This design comes from an exercise in tuning for small area on the open sky130 flow, not from production work. Only simulation tests tie the RTL to the original design; equivalence was not proved. Power is estimated from default activity; no workload was simulated.

[flow/design.v]
module subbytes#(
    parameter SBOX_WIDTH = 8,
    parameter SBOX_DEPTH = 256,
    parameter DATA_WIDTH = 16
)(
    input clk,
    input reset_n,
    input sbox_valid,
    input [SBOX_WIDTH-1:0] sbox_out,
    input tvalid,
    input [DATA_WIDTH-1:0] in,
    output reg valid,
    output reg [DATA_WIDTH-1:0] out
);
    localparam NUM_BYTES = DATA_WIDTH / 8;
    reg [7:0] index;
    reg sbox_ready;
    reg [7:0] sbox_mem [0:255];
    integer i;
    always @(posedge clk or negedge reset_n) begin
        if (!reset_n) begin
            index <= 0;
            sbox_ready <= 0;
        end else if (sbox_valid && !sbox_ready) begin
            index <= index + 1;
            if (index == SBOX_DEPTH - 1) sbox_ready <= 1;
        end
    end
    always @(posedge clk) begin
        if (sbox_valid && !sbox_ready)
            sbox_mem[index] <= sbox_out;
    end
    always @(posedge clk or negedge reset_n) begin
        if (!reset_n) begin
            valid <= 0;
            out <= 0;
        end else begin
            valid <= tvalid && sbox_ready;
            if (tvalid && sbox_ready)
                for (i = 0; i < NUM_BYTES; i = i + 1)
                    out[i*8 +: 8] <= sbox_mem[in[i*8 +: 8]];
        end
    end
endmodule
[flow/run.sh]
#!/bin/bash
# synth_recipe.tcl (not shown) runs the flow's synth.tcl, then flattens the netlist and writes it again
# the make line also repeats each setting of config.mk as NAME=value (left out here)
make -C /OpenROAD-flow-scripts/flow DESIGN_CONFIG=/design/flow/config.mk WORK_HOME=/design/flow/orfs CLKGATE_MAP_FILE= SYNTH_SCRIPT=/design/flow/synth_recipe.tcl finish
[flow/config.mk]
export PLATFORM = sky130hd
export DESIGN_NAME = subbytes
export DESIGN_NICKNAME = subbytes
export VERILOG_FILES = /design/flow/design.v
export SDC_FILE = /design/flow/constraint.sdc
export NUM_CORES = 4
export LEC_CHECK = 0
export CAP_MARGIN = 20
export CORE_MARGIN = 2
export CORE_UTILIZATION = 45
export PLACE_DENSITY = 0.6
export SLEW_MARGIN = 20
[flow/constraint.sdc]
create_clock -name core_clock -period 10.0 [get_ports {clk}]
set_input_delay 2.0000 -clock core_clock [delete_from_list [all_inputs] [get_ports {clk}]]
set_output_delay 2.0000 -clock core_clock [all_outputs]
set_load 0.01 [all_outputs]
==> summary.txt <==
==> sequential cells by signal (all words and copies together), names as in the netlist <==
signal      count
sbox_ready      1
out            16
index           8
valid           1
sbox_mem     2048
==> worst register-to-register path, cell delays in order (launching register included) <==
cell,delay (ns)
dfrtp_1,0.68
nor2b_1,0.66
nand3_1,0.72
buf_4,0.47
nor2_1,0.84
==> cell type report <==
| cell class | instances | area (µm²) | area share [%] |
|---|---|---|---|
| Timing Repair Buffer | 198 | 1860 | 1.73 |
| Tap cell | 2854 | 3570 | 3.32 |
| Clock buffer | 267 | 5740 | 5.34 |
| Inverter | 13 | 53.8 | 0.0500 |
| Clock inverter | 132 | 1340 | 1.24 |
| Multi-Input combinational cell | 2985 | 32900 | 30.5 |
| Antenna cell | 9 | 22.5 | 0.0209 |
| Sequential cell | 2074 | 62100 | 57.8 |
==> logic make-up after synthesis <==
logic type / synth area share (%)
AOI/OAI and AO/OA: 6.04
xor gates and xnor gates: 0.0626
adders and majority gates: 0.0511
buffers and inverters: 3.20
DFF: 63.4
muxes: 23.8
and+or+nand+nor: 3.44
==> power by group through the flow <==
| stage | clock network, mW | logic [mW] | registers [mW] |
|---|---|---|---|
| floorplan | 0 | 1.08 | 9.86 |
| global placement | 0 | 1.85 | 9.88 |
| detailed placement | 0 | 1.86 | 9.89 |
| CTS | 8.19 | 1.87 | 9.70 |
| global route | 8.52 | 1.95 | 9.71 |
| finish | 8.13 | 1.91 | 9.71 |
==> cell usage in the layout (no fill, tap or decap), types with 19 or more instances in the layout <==
| cell type | n |
|---|---|
| clkinv_1 | 43 |
| nand3_1 | 51 |
| o21ai_0 | 73 |
| o22ai_1 | 225 |
| mux4_1 | 38 |
| dfrtp_1 | 26 |
| a22oi_1 | 99 |
| nor4_1 | 19 |
| clkinv_2 | 42 |
| a211oi_1 | 93 |
| edfxtp_1 | 2048 |
| a22o_1 | 20 |
| a2111oi_0 | 25 |
| bufinv_16 | 22 |
| nor2_1 | 318 |
| nor3_1 | 55 |
| mux4_2 | 706 |
| o221ai_1 | 98 |
| buf_4 | 136 |
| clkdlybuf4s50_1 | 27 |
| nand2_1 | 174 |
| a21oi_1 | 113 |
| mux2i_1 | 610 |
| clkbuf_16 | 219 |
| clkbuf_1 | 40 |
==> final timing paths <==
check / to
max in group asynchronous: valid
min reg2reg: index[5]
max reg2reg: sbox_mem[22][7]
min in group asynchronous: out[1]
min: index[5]
max: out[9]
==> through the flow <==
step | cell area, µm² | hold WS (ns)
after global routing | 108000 | 0.549
after CTS | 108000 | 0.538
after floorplan | 98000 | 0.493
final | 108000 | 0.538
after detailed placement | 100000 | 0.528
after global placement | 100000 | 0.509
==> layer usage <==
layer,wire length (µm),vias up,global-route usage (%)
li1,-,23300,-
met1,126000,31400,40.6
met2,147000,3979,43.5
met3,34700,715,6.16
met4,18300,8,14.1
met5,55,-,0
==> flow_summary.yaml <==
sta:
  timing_max_transition_violations_final: 0
  clock_skew_ns: 0.0802
  layout_worst_path_cycle_share_pct: 57.4
  setup-tns-final_ns: 0
  post-route-worst-setup-slack_ns: 4.26
  final-hold-violation-count: 0
  max_slew_margin_pct: 6.25
  fmax_ghz: 0.174
  worstMarginPinSlew_ns: 1.39
  final_setup_violating_endpoints: 0
  rsz0062_at_grt: "no"
  layout_min_cycle_time_ns: 5.74
synthesis:
  synth_area_mm2: 0.0980
  synth_most_common_cell: "edfxtp_1"
  synthFlopType: "edfxtp_1"
  synth.yosys.seq_area_share_pct: 63.4
  total_number_of_yosys_warnings: 1
  synth_seq_cells: 2074
  synth.area.top_cells: "edfxtp_1, mux4_2, mux2i_1"
  synthDominantAreaCellType: "edfxtp_1"
  syn_nets: 5546
  synth-edff-count: 2048
  postSynth.asyncResetShare_pct: 1.25
  synth.lib_cells_used.distinct: 80
  syn-mean-instance-area_um2: 17.8
  synth_top_area_share_pct: 62.8
  post_synth_inst_count: 5514
  synthTopCellsByCount: "edfxtp_1, mux4_2, mux2i_1"
grt:
  grt_max_degree: 142
  globalRoute.totalOverflow: 0
  wire_length_of_the_first_global_routing_pass_um: 454000
  first_global_vias: 57700
  initial_antenna_violation_count: 12
  grt_util_all_layers_pct: 29.0
power_and_ir_drop:
  cellPowerDensity_mw_per_mm2: 184
  p_comb_share_pct: 9.7
  cell_internal_pwr_mw: 14.9
  power.share.switching_pct: 24.8
  clockPowerShare_pct: 41.2
  leakage_nw: 34.3
  share_of_total_power_in_sequential_cells_pct: 49.1
  power.total_mw: 19.8
  power.net_switching_mw: 4.90
  ir_drop_v: 0.000192
critical_path:
  cp_slowest_stage_delay_ns: 0.66
  crit_required_ns: 10.82
  critical_path.startpoint_type: "input pin"
  worstSetupPathDepth: 10
  worst_setup_path_startpoint: "in[9]"
  worstSetupEndpointType: "flip-flop"
  cp_cell_sequence: "buf_8 > buf_12 > buf_12 > mux4_2 > mux2i_1 > a221oi_1 > o21ai_0 > a31oi_1 > o2111ai_1 > nand3_1"
  worst-path-buf-inv: 3
  critical_path.most_common_cell: "buf_12"
  timing.critical_path.fanout_max: 97
  worstSetupPathType: "in -> reg"
  regToRegStartpoint: "index[2]"
  reg2reg_depth: 4
  ff2ff_setup_slack_ns: 6.22
  critical_path_arrival_ns: 6.55
  cpLargestDelayFamily: "compound AO/OA/AOI/OAI gates"
  critical_path.slowest_cell: "a221oi_1"
drt:
  route.detailed.wl_per_inst_um: 38.3
  dr.first_iter.drc_count: 9427
  avgViaCountPerCell: 6.96
  drt_first_pass_iters: 8
  post-route-drc-count: 0
  drt_wl_total_um: 327000
  dr_total_vias: 59400
  ant_nets: 0
floorplanning:
  design.core.area_mm2: 0.217
  start_util_pct: 45.2
  floorplan.rows: 171
  floorplan.io_pins: 45
  die_width_um: 471
  fp.dieH_um: 471
  die_area_mm2: 0.221
clock_network:
  cts-root-buf: "clkbuf_16"
  cts_sinks: 2074
  cts-hold-fix-buffers: 0
  worst_skew_pair.late_latency_ns: 0.89
  cts_made_buffers: 216
  postCtsResizedCells: 0
  cts.reportedPaths.clkPinSlew_ns: 0.07
  htree_num_levels: 4
  clock_tree.buffer_depth: 3
  post-cts-setup-buffers: 0
  tritoncts: "done"
place:
  place.gp.congestion: 1.00
  detailed_place_hpwl_um: 209000
  placedCellCount: 8122
  buffers_on_ports: 44
  pre_cts_ws_ns: 3.50
hold_path:
  hold_class: "reg -> reg"
  worstHoldPathCells: 1
  hold_wc_startpoint: "index[5]"
run_status:
  run_status: "complete, no violations"
layout:
  stdcell_count: 8532
  final_layout_size_suffix_gt1_share_pct: 22.5
  fin_nets: 5520
  fillCellCount: 17700
  layout-area-overhead-vs-synth_pct: 9.82
  final_core_utilization_pct: 49.6
flow_run:
  cap_viol_max_count: 0

## static timing again, ports no longer ideal
No port has a modelled driver above. Below, the same layout with a new extraction and two added sets of constraints.
Step 1, drivers: a clkbuf_16 drives clk and a buf_2 each remaining input, both assumed.
Step 2 moves the port delays by t, midway between the first and last clock arrival at a register: inputs arrive t later, outputs are due t later. That takes back most of the time a late clock gives input paths.
a / b / c = ideal / step 1 / step 2; a / b = the first two.
t (ns): 0.939
slack for setup (ns): 4.263 / 4.295 / 3.357
slew at the worst register clock pin (ns): 0.07 / 0.07
After both steps this run still meets setup and hold. For this run, drivers alone change the setup slack by +0.032 ns; drivers and shift together by -0.906 ns.
